Context: an optimization exercise on an open-source flow, tuned for small area, a short achievable clock period and few clock cycles per item. The choices shown serve that exercise and are no tape-out recipe.
The RTL was checked by simulation tests, not by an equivalence proof against the original design.
Power figures rest on the tool's default switching activity, not on a simulated workload.

== oak ==
==> flow/design.v <==
module ysyx_22040228divider (
    input        wire                                       clk               ,
    input        wire                                       rst               ,
    input        wire    [63:0]                             diviser           ,
    input        wire    [63:0]                             dividend          ,
    input        wire    [7 :0]                             inst_opcode       ,
    input        wire                                       div_ready         ,
    output       wire    [63:0]                             div_rem_data      ,
    output       wire                                       div_finish
);
localparam [2:0] S_IDLE = 3'd0,
                 S_PREP = 3'd1,
                 S_CHK  = 3'd2,
                 S_RUN  = 3'd3,
                 S_FIX1 = 3'd4,
                 S_FIX2 = 3'd5,
                 S_DONE = 3'd6;
reg     [2:0]    st       ;
reg              finish   ;
reg     [63:0]   R        ;    
reg     [71:0]   D        ;    
reg     [63:0]   Q        ;    
reg     [6:0]    t        ;    
reg              ci       ;    
reg              aln      ;    
reg              wrd      ;    
reg              rem      ;    
reg              aneg     ;    
reg              bneg     ;    
reg              nfin     ;    
wire op_div   = (inst_opcode == 8'b10000110  );
wire op_divw  = (inst_opcode == 8'b01010001 );
wire op_divuw = (inst_opcode == 8'b00100101);
wire op_rem   = (inst_opcode == 8'b11000001  );
wire op_remu  = (inst_opcode == 8'b10000101 );
wire op_remw  = (inst_opcode == 8'b00010011 );
wire op_remuw = (inst_opcode == 8'b01000011);
wire i_sgn  = op_div | op_divw | op_rem | op_remw ;
wire i_wrd  = op_divw | op_divuw | op_remw | op_remuw ;
wire i_rem  = op_rem | op_remu | op_remw | op_remuw ;
wire i_aneg = i_sgn & (i_wrd ? dividend[31] : dividend[63]) ;
wire i_bneg = i_sgn & (i_wrd ? diviser[31]  : diviser[63] ) ;
wire [63:0] a_mag = {(i_wrd ? 32'b0 : (dividend[63:32] ^ {32{i_aneg}})), dividend[31:0] ^ {32{i_aneg}}} ;
wire [63:0] b_mag = {(i_wrd ? 32'b0 : (diviser[63:32]  ^ {32{i_bneg}})), diviser[31:0]  ^ {32{i_bneg}}} ;
reg [63:0] H ;
reg [63:0] hl ;
integer k, l ;
always @(*) begin
    H = R ;
    for (l = 0; l < 6; l = l + 1) begin
        hl = H ;
        for (k = 0; k < 64; k = k + 1)
            if (((k >> l) & 1) == 0)
                H[k] = hl[k] | hl[(k | (1 << l)) & ~((1 << l) - 1)] ;
    end
end
wire d_hi   = |D[71:64] ;
wire len_ge = d_hi | (|(D[63:0] & ~{1'b0, H[63:1]})) ;    
wire len_g2 = (|D[71:65]) | (|(D[64:1] & ~H)) ;           
wire d_zero = ~(|D) & ~bneg ;                             
wire [63:0] sub_b = ~D[63:0] ;
reg  [63:0] ag, ap, cg, cp, cgl, cpl ;
integer m, n ;
always @(*) begin
    ag = R & sub_b ;
    ap = R ^ sub_b ;
    cg = ag ;
    cp = ap ;
    for (n = 0; n < 6; n = n + 1) begin
        cgl = cg ;
        cpl = cp ;
        for (m = 0; m < 64; m = m + 1)
            if (((m >> n) & 1) == 1) begin
                cg[m] = cgl[m] | (cpl[m] & cgl[((m >> n) << n) - 1]) ;
                cp[m] = cpl[m] & cpl[((m >> n) << n) - 1] ;
            end
    end
end
wire [64:0] cy  = {cg | (cp & {64{ci}}), ci} ;    
wire [64:0] sub = {cy[64], ap ^ cy[63:0]} ;
wire        ge  = sub[64] & ~d_hi ;
wire idle   = (st == S_IDLE) ;
wire prep   = (st == S_PREP) ;
wire quick  = d_zero ;
wire chk_q  = (st == S_CHK) & quick ;
wire run    = (st == S_RUN) | ((st == S_CHK) & ~quick) ;
wire shift8 = run & aln & H[0] & ~len_ge ;                  
wire skip2  = run & ~shift8 & (t[6:1] != 6'd0) & len_g2 ;  
wire step1  = run & ~shift8 & ~skip2 ;
wire iter   = step1 | skip2 ;
wire last   = step1 & (t == 7'd0) ;                         
wire fin    = chk_q | (iter & last) ;                       
wire q_zero = ~(|Q[62:0]) & ~ge ;                          
wire tofix  = chk_q ? (rem ? aneg : 1'b1) : (nfin & (rem | ~q_zero)) ;    
wire [6:0] t_p8 = t + 7'd8 ;
wire [6:0] t_m1 = t - 7'd1 ;
wire [6:0] t_m2 = t - 7'd2 ;
wire [63:0] q_last = {Q[62:0], ge & ~chk_q} | {63'b0, chk_q & d_zero} ;
wire [63:0] q_next = (skip2 | chk_q) ? {Q[61:0], 1'b0, chk_q & d_zero} : {Q[62:0], ge} ;
wire        use_sub = prep | (st == S_FIX2) | (ge & step1 & ~(last & ~rem)) ;
wire [63:0] r_oth   = idle ? a_mag : ((st == S_FIX1) ? 64'b0 : ((fin & ~rem) ? q_last : R)) ;
always @(posedge clk) begin
    if (idle | prep)
        D <= {8'b0, b_mag | {64{idle & i_aneg}}} ;
    else if (st == S_FIX1)
        D <= {8'b0, R} ;
    else if (shift8)
        D <= {D[63:0], {8{bneg}}} ;
    else if (skip2)
        D <= {2'b0, D[71:2]} ;
    else
        D <= {1'b0, D[71:1]} ;
    Q <= iter ? q_next : 64'b0 ;
    if (idle)
        t <= 7'd0 ;
    else if (shift8)
        t <= t_p8 ;
    else if (skip2)
        t <= t_m2 ;
    else if (step1)
        t <= t_m1 ;
    if (idle)
        ci <= i_aneg | ~i_bneg ;
    else if (prep)
        ci <= ~bneg ;
    else if (st == S_FIX1)
        ci <= 1'b1 ;
    if (idle) begin
        aln  <= 1'b1 ;
        wrd  <= i_wrd ;
        rem  <= i_rem ;
        aneg <= i_aneg ;
        bneg <= i_bneg ;
        nfin <= i_rem ? i_aneg : (i_aneg ^ i_bneg) ;
    end
    else if (iter)
        aln <= 1'b0 ;
    R <= use_sub ? sub[63:0] : r_oth ;
end
always @(posedge clk) begin
    if (rst == 1'b1) begin
        st     <= S_IDLE ;
        finish <= 1'b0 ;
    end
    else begin
        case (st)
            S_IDLE : begin
                finish <= 1'b0 ;
                if (div_ready)
                    st <= i_aneg ? S_PREP : S_CHK ;
            end
            S_PREP :
                st <= S_CHK ;
            S_FIX1 :
                st <= S_FIX2 ;
            S_FIX2 : begin
                st     <= S_DONE ;
                finish <= 1'b1 ;
            end
            S_DONE : begin
                st     <= S_IDLE ;
                finish <= 1'b0 ;
            end
            default : begin    
                if (fin) begin
                    st     <= tofix ? S_FIX1 : S_DONE ;
                    finish <= ~tofix ;
                end
                else
                    st <= S_RUN ;
            end
        endcase
    end
end
assign div_finish   = finish ;
assign div_rem_data = wrd ? {{32{R[31]}}, R[31:0]} : R ;
endmodule
module ysyx_22040228divunit (
    input        wire                                       clk               ,
    input        wire                                       rst               ,
    input        wire    [63:0]                             op1_i             ,
    input        wire    [63:0]                             op2_i             ,
    input        wire    [7 :0]                             inst_opcode_i     ,
    input        wire                                       div_ready         ,
    output       wire    [63:0]                             div_rem_data      ,
    output       wire                                       div_finish
);
ysyx_22040228divider divider2 (
    .clk              (clk            ) ,
    .rst              (rst            ) ,
    .dividend         (op1_i          ) ,
    .diviser          (op2_i          ) ,
    .inst_opcode      (inst_opcode_i  ) ,
    .div_ready        (div_ready      ) ,
    .div_rem_data     (div_rem_data   ) ,
    .div_finish       (div_finish     )
);
endmodule
Settings: LEC_CHECK=0, CAP_MARGIN=20, CORE_MARGIN=2, CORE_UTILIZATION=40, PLACE_DENSITY=0.6, SETUP_SLACK_MARGIN=1.5, SLEW_MARGIN=20, TNS_END_PERCENT=5; clock period 5.5 ns.
run.sh (not shown) runs the stock make flow with config.mk's settings and CLKGATE_MAP_FILE= SYNTH_SCRIPT=/design/flow/synth_recipe.tcl, a recipe that flattens the netlist after the stock synthesis.
Looking at the reports, oak completed the entire flow and the layout it produced met the timing, design-rule and antenna checks.
Testbench counts of oak, summed over its fixed seeds: cycles 41,156, items 3,200.
--- input diff oak..pine ---
--- a/flow/design.v
+++ b/flow/design.v
@@ -96,10 +96,12 @@
 wire [6:0] t_m1 = t - 7'd1 ;
 wire [6:0] t_m2 = t - 7'd2 ;
 wire [63:0] q_last = {Q[62:0], ge & ~chk_q} | {63'b0, chk_q & d_zero} ;
 wire [63:0] q_next = (skip2 | chk_q) ? {Q[61:0], 1'b0, chk_q & d_zero} : {Q[62:0], ge} ;
-wire        use_sub = prep | (st == S_FIX2) | (ge & step1 & ~(last & ~rem)) ;
-wire [63:0] r_oth   = idle ? a_mag : ((st == S_FIX1) ? 64'b0 : ((fin & ~rem) ? q_last : R)) ;
+wire        fin_q   = fin & ~rem ;                          
+wire        sel_sub = prep | (st == S_FIX2) | (run & ~fin_q) ;
+wire        r_en    = idle | prep | (st == S_FIX1) | (st == S_FIX2) | fin_q | (ge & run & ~shift8) ;
+wire [63:0] r_d     = sel_sub ? sub[63:0] : (idle ? a_mag : (fin_q ? q_last : 64'b0)) ;
 always @(posedge clk) begin
     if (idle | prep)
         D <= {8'b0, b_mag | {64{idle & i_aneg}}} ;
     else if (st == S_FIX1)
@@ -134,9 +136,10 @@
         nfin <= i_rem ? i_aneg : (i_aneg ^ i_bneg) ;
     end
     else if (iter)
         aln <= 1'b0 ;
-    R <= use_sub ? sub[63:0] : r_oth ;
+    if (r_en)
+        R <= r_d ;
 end
 always @(posedge clk) begin
     if (rst == 1'b1) begin
         st     <= S_IDLE ;
### Flow results
Total routed wire length on the met1 layer came out higher on pine than on oak.
The floorplan die area in pine sits 820 µm² above the value recorded for oak.
pine reports its highest layer used for signal routing as met4 while oak reports met5.
For synthesized-area fraction occupied by adder cells, oak and pine come out practically identical.
Cell depth of the worst hold path came out exactly the same in oak and pine.
Going from oak to pine, via count of the first global-routing pass rose by 3.6%, synthesized cell count rose by 44, number of non-clock buffers in the layout fell by 50, core utilization fell by 2.9 points.
Testbench counts of pine, summed over its fixed seeds: cycles 41,156, items 3,200.


== job 1072 ==
Another version of the RTL of ysyx_22040228divunit (not shown whole).
Size: about 2400 cells after synthesis, ~200 I/O pins.
==> module ysyx_22040228divider, before the edit <==
module ysyx_22040228divider (
    input        wire                                       clk               ,
    input        wire                                       rst               ,
    input        wire    [63:0]                             diviser           ,
    input        wire    [63:0]                             dividend          ,
    input        wire    [7 :0]                             inst_opcode       ,
    input        wire                                       div_ready         ,
    output       wire    [63:0]                             div_rem_data      ,
    output       wire                                       div_finish
);
localparam [2:0] S_IDLE = 3'd0,
                 S_PREP = 3'd1,
                 S_CHK  = 3'd2,
                 S_RUN  = 3'd3,
                 S_FIX1 = 3'd4,
                 S_FIX2 = 3'd5,
                 S_DONE = 3'd6;
reg     [2:0]    st       ;
reg              finish   ;
reg     [63:0]   R        ;    
reg     [71:0]   D        ;    
reg     [63:0]   Q        ;    
reg     [6:0]    t        ;    
reg              ci       ;    
reg              aln      ;    
reg              wrd      ;    
reg              rem      ;    
reg              aneg     ;    
reg              bneg     ;    
reg              nfin     ;    
wire op_div   = (inst_opcode == 8'b10000110  );
wire op_divw  = (inst_opcode == 8'b01010001 );
wire op_divuw = (inst_opcode == 8'b00100101);
wire op_rem   = (inst_opcode == 8'b11000001  );
wire op_remu  = (inst_opcode == 8'b10000101 );
wire op_remw  = (inst_opcode == 8'b00010011 );
wire op_remuw = (inst_opcode == 8'b01000011);
wire i_sgn  = op_div | op_divw | op_rem | op_remw ;
wire i_wrd  = op_divw | op_divuw | op_remw | op_remuw ;
wire i_rem  = op_rem | op_remu | op_remw | op_remuw ;
wire i_aneg = i_sgn & (i_wrd ? dividend[31] : dividend[63]) ;
wire i_bneg = i_sgn & (i_wrd ? diviser[31]  : diviser[63] ) ;
wire [63:0] a_mag = {(i_wrd ? 32'b0 : (dividend[63:32] ^ {32{i_aneg}})), dividend[31:0] ^ {32{i_aneg}}} ;
wire [63:0] b_mag = {(i_wrd ? 32'b0 : (diviser[63:32]  ^ {32{i_bneg}})), diviser[31:0]  ^ {32{i_bneg}}} ;
reg [63:0] H ;
reg [63:0] hl ;
integer k, l ;
always @(*) begin
    H = R ;
    for (l = 0; l < 6; l = l + 1) begin
        hl = H ;
        for (k = 0; k < 64; k = k + 1)
            if (((k >> l) & 1) == 0)
                H[k] = hl[k] | hl[(k | (1 << l)) & ~((1 << l) - 1)] ;
    end
end
wire d_hi   = |D[71:64] ;
wire len_ge = d_hi | (|(D[63:0] & ~{1'b0, H[63:1]})) ;    
wire len_gt = d_hi | (|(D[63:0] & ~H)) ;                  
wire len_g2 = (|D[71:65]) | (|(D[64:1] & ~H)) ;           
wire d_zero = ~(|D) & ~bneg ;                             
wire [63:0] sub_b = ~D[63:0] ;
reg  [63:0] ag, ap, cg, cp, cgl, cpl ;
integer m, n ;
always @(*) begin
    ag = R & sub_b ;
    ap = R ^ sub_b ;
    cg = ag ;
    cp = ap ;
    for (n = 0; n < 6; n = n + 1) begin
        cgl = cg ;
        cpl = cp ;
        for (m = 0; m < 64; m = m + 1)
            if (((m >> n) & 1) == 1) begin
                cg[m] = cgl[m] | (cpl[m] & cgl[((m >> n) << n) - 1]) ;
                cp[m] = cpl[m] & cpl[((m >> n) << n) - 1] ;
            end
    end
end
wire [64:0] cy  = {cg | (cp & {64{ci}}), ci} ;    
wire [64:0] sub = {cy[64], ap ^ cy[63:0]} ;
wire        ge  = sub[64] & ~d_hi ;
wire idle   = (st == S_IDLE) ;
wire prep   = (st == S_PREP) ;
wire quick  = d_zero | len_gt ;                             
wire chk_q  = (st == S_CHK) & quick ;
wire run    = (st == S_RUN) | ((st == S_CHK) & ~quick) ;
wire shift8 = run & aln & H[0] & ~len_ge ;                  
wire skip2  = run & ~shift8 & (t != 7'd0) & len_g2 ;        
wire step1  = run & ~shift8 & ~skip2 ;
wire iter   = step1 | skip2 ;
wire last   = (skip2 & (t == 7'd1)) | (step1 & (t == 7'd0)) ;
wire fin    = chk_q | (iter & last) ;                       
wire nf     = chk_q ? (rem ? aneg : d_zero) : nfin ;        
wire tofix  = chk_q ? (rem & aneg) : nfin ;                 
wire [63:0] q_next = (skip2 | chk_q) ? {Q[61:0], 2'b00} : {Q[62:0], ge} ;
wire        use_sub = prep | (st == S_FIX2) | (ge & step1 & ~(last & ~rem)) ;
wire [63:0] r_oth   = idle ? a_mag : (fin ? ((rem ? R : q_next) ^ {64{nf}}) : R) ;
always @(posedge clk) begin
    if (idle | prep | (st == S_FIX1))
        D <= {8'b0, b_mag | {64{(idle & i_aneg) | (st == S_FIX1)}}} ;
    else if (shift8)
        D <= {D[63:0], {8{bneg}}} ;
    else if (skip2)
        D <= {2'b0, D[71:2]} ;
    else
        D <= {1'b0, D[71:1]} ;
    Q <= iter ? q_next : 64'b0 ;
    if (idle)
        t <= 7'd0 ;
    else if (shift8)
        t <= t + 7'd8 ;
    else if (iter)
        t <= t - (skip2 ? 7'd2 : 7'd1) ;
    if (idle)
        ci <= i_aneg | ~i_bneg ;
    else if (prep)
        ci <= ~bneg ;
    else if (st == S_FIX1)
        ci <= 1'b1 ;
    if (idle) begin
        aln  <= 1'b1 ;
        wrd  <= i_wrd ;
        rem  <= i_rem ;
        aneg <= i_aneg ;
        bneg <= i_bneg ;
        nfin <= i_rem ? i_aneg : (i_aneg ^ i_bneg) ;
    end
    else if (iter)
        aln <= 1'b0 ;
    R <= use_sub ? (sub[63:0] ^ {64{fin & rem & nf}}) : r_oth ;
end
always @(posedge clk) begin
    if (rst == 1'b1) begin
        st     <= S_IDLE ;
        finish <= 1'b0 ;
    end
    else begin
        case (st)
            S_IDLE : begin
                finish <= 1'b0 ;
                if (div_ready)
                    st <= i_aneg ? S_PREP : S_CHK ;
            end
            S_PREP :
                st <= S_CHK ;
            S_FIX1 :
                st <= S_FIX2 ;
            S_FIX2 : begin
                st     <= S_DONE ;
                finish <= 1'b1 ;
            end
            S_DONE : begin
                st     <= S_IDLE ;
                finish <= 1'b0 ;
            end
            default : begin    
                if (fin) begin
                    st     <= tofix ? S_FIX1 : S_DONE ;
                    finish <= ~tofix ;
                end
                else
                    st <= S_RUN ;
            end
        endcase
    end
end
assign div_finish   = finish ;
assign div_rem_data = wrd ? {{32{R[31]}}, R[31:0]} : R ;
endmodule
export LEC_CHECK = 0
export CAP_MARGIN = 20
export CORE_MARGIN = 2
export CORE_UTILIZATION = 40
export PLACE_DENSITY = 0.6
export SETUP_SLACK_MARGIN = 1.5
export SLEW_MARGIN = 20
create_clock -name core_clock -period 5.5 [get_ports {clk}]
Testbench counts of job 1072, summed over its fixed seeds: cycles 41,001, items 3,200.
Relative to job 1072, the following input files were edited for job 6682:
--- a/flow/design.v
+++ b/flow/design.v
@@ -55,9 +55,8 @@
     end
 end
 wire d_hi   = |D[71:64] ;
 wire len_ge = d_hi | (|(D[63:0] & ~{1'b0, H[63:1]})) ;    
-wire len_gt = d_hi | (|(D[63:0] & ~H)) ;                  
 wire len_g2 = (|D[71:65]) | (|(D[64:1] & ~H)) ;           
 wire d_zero = ~(|D) & ~bneg ;                             
 wire [63:0] sub_b = ~D[63:0] ;
 reg  [63:0] ag, ap, cg, cp, cgl, cpl ;
@@ -81,25 +80,28 @@
 wire [64:0] sub = {cy[64], ap ^ cy[63:0]} ;
 wire        ge  = sub[64] & ~d_hi ;
 wire idle   = (st == S_IDLE) ;
 wire prep   = (st == S_PREP) ;
-wire quick  = d_zero | len_gt ;                             
+wire quick  = d_zero ;
 wire chk_q  = (st == S_CHK) & quick ;
 wire run    = (st == S_RUN) | ((st == S_CHK) & ~quick) ;
 wire shift8 = run & aln & H[0] & ~len_ge ;                  
-wire skip2  = run & ~shift8 & (t != 7'd0) & len_g2 ;        
+wire skip2  = run & ~shift8 & (t[6:1] != 6'd0) & len_g2 ;  
 wire step1  = run & ~shift8 & ~skip2 ;
 wire iter   = step1 | skip2 ;
-wire last   = (skip2 & (t == 7'd1)) | (step1 & (t == 7'd0)) ;
+wire last   = step1 & (t == 7'd0) ;                         
 wire fin    = chk_q | (iter & last) ;                       
-wire nf     = chk_q ? (rem ? aneg : d_zero) : nfin ;        
-wire tofix  = chk_q ? (rem & aneg) : nfin ;                 
-wire [63:0] q_next = (skip2 | chk_q) ? {Q[61:0], 2'b00} : {Q[62:0], ge} ;
+wire q_zero = ~(|Q[62:0]) & ~ge ;                          
+wire tofix  = chk_q ? (rem ? aneg : 1'b1) : (nfin & (rem | ~q_zero)) ;    
+wire [63:0] q_last = {Q[62:0], ge & ~chk_q} | {63'b0, chk_q & d_zero} ;
+wire [63:0] q_next = (skip2 | chk_q) ? {Q[61:0], 1'b0, chk_q & d_zero} : {Q[62:0], ge} ;
 wire        use_sub = prep | (st == S_FIX2) | (ge & step1 & ~(last & ~rem)) ;
-wire [63:0] r_oth   = idle ? a_mag : (fin ? ((rem ? R : q_next) ^ {64{nf}}) : R) ;
+wire [63:0] r_oth   = idle ? a_mag : ((st == S_FIX1) ? 64'b0 : ((fin & ~rem) ? q_last : R)) ;
 always @(posedge clk) begin
-    if (idle | prep | (st == S_FIX1))
-        D <= {8'b0, b_mag | {64{(idle & i_aneg) | (st == S_FIX1)}}} ;
+    if (idle | prep)
+        D <= {8'b0, b_mag | {64{idle & i_aneg}}} ;
+    else if (st == S_FIX1)
+        D <= {8'b0, R} ;
     else if (shift8)
         D <= {D[63:0], {8{bneg}}} ;
     else if (skip2)
         D <= {2'b0, D[71:2]} ;
@@ -127,9 +129,9 @@
         nfin <= i_rem ? i_aneg : (i_aneg ^ i_bneg) ;
     end
     else if (iter)
         aln <= 1'b0 ;
-    R <= use_sub ? (sub[63:0] ^ {64{fin & rem & nf}}) : r_oth ;
+    R <= use_sub ? sub[63:0] : r_oth ;
 end
 always @(posedge clk) begin
     if (rst == 1'b1) begin
         st     <= S_IDLE ;
[summary]
- Summary of job 6682 over job 1072: final hold slack went down 44 ps, clock buffer and inverter area fraction after layout now larger, quantity of gates resized following cts went down by 22, distinct cell type count of the synthesized netlist down about 8%, fraction of the mapped netlist area in adder cells up 0.77 points.
- Delta (job 6682 minus job 1072): cell area now smaller; total CTS buffers now smaller; mux contribution to synthesized area now smaller; final critical-path setup slack now larger; wire length of the first global-routing pass now smaller.
- Compared to job 1072, job 6682 has clock power about 2% lower.
- Compared with job 1072, job 6682 shows a lower post-route fraction of the period consumed by the critical path.
- Diff job 1072 -> job 6682: length in cells of the worst reg-to-reg path down 3, clock period minus worst slack down 130 ps.
Testbench counts of job 6682, summed over its fixed seeds: cycles 41,156, items 3,200.

separate check: timing with driven ports:
In the flow no input, the clock included, has a driving cell. The finished layouts below were timed again as built, in two steps.
Step 1 sets driving cells, clkbuf_16 on the clock port and buf_2 on the other inputs (assumed; they add their load-dependent delay and slew).
Step 2 times the ports against the registers' clock, not the clock port: input delays grow and output delays shrink by t, the midpoint of the rising clock arrivals with the driver on.
a / b / c = ideal ports / drivers / drivers and shift; a / b = the first two.
run | t, ns | setup slack, ns | hold WS [ns] | clock arrival spread, ns | pins driven straight from the clock port
oak | 0.599 | 1.551 / 1.551 / 1.033 | 0.483 / 0.483 / 0.483 | 0.015 / 0.016 | 1
pine | 0.617 | 1.557 / 1.557 / 0.997 | 0.468 / 0.468 / 0.468 | 0.026 / 0.026 | 1
job 1072 | 0.624 | 1.430 / 1.430 / 1.144 | 0.503 / 0.503 / 0.503 | 0.031 / 0.030 | 1
job 6682 | 0.597 | 1.560 / 1.560 / 1.023 | 0.459 / 0.459 / 0.459 | 0.022 / 0.021 | 1
After both steps setup and hold are still met in every run listed. For pine, which loses most, drivers alone change the setup slack by 0.000 ns; drivers and shift together by -0.560 ns.
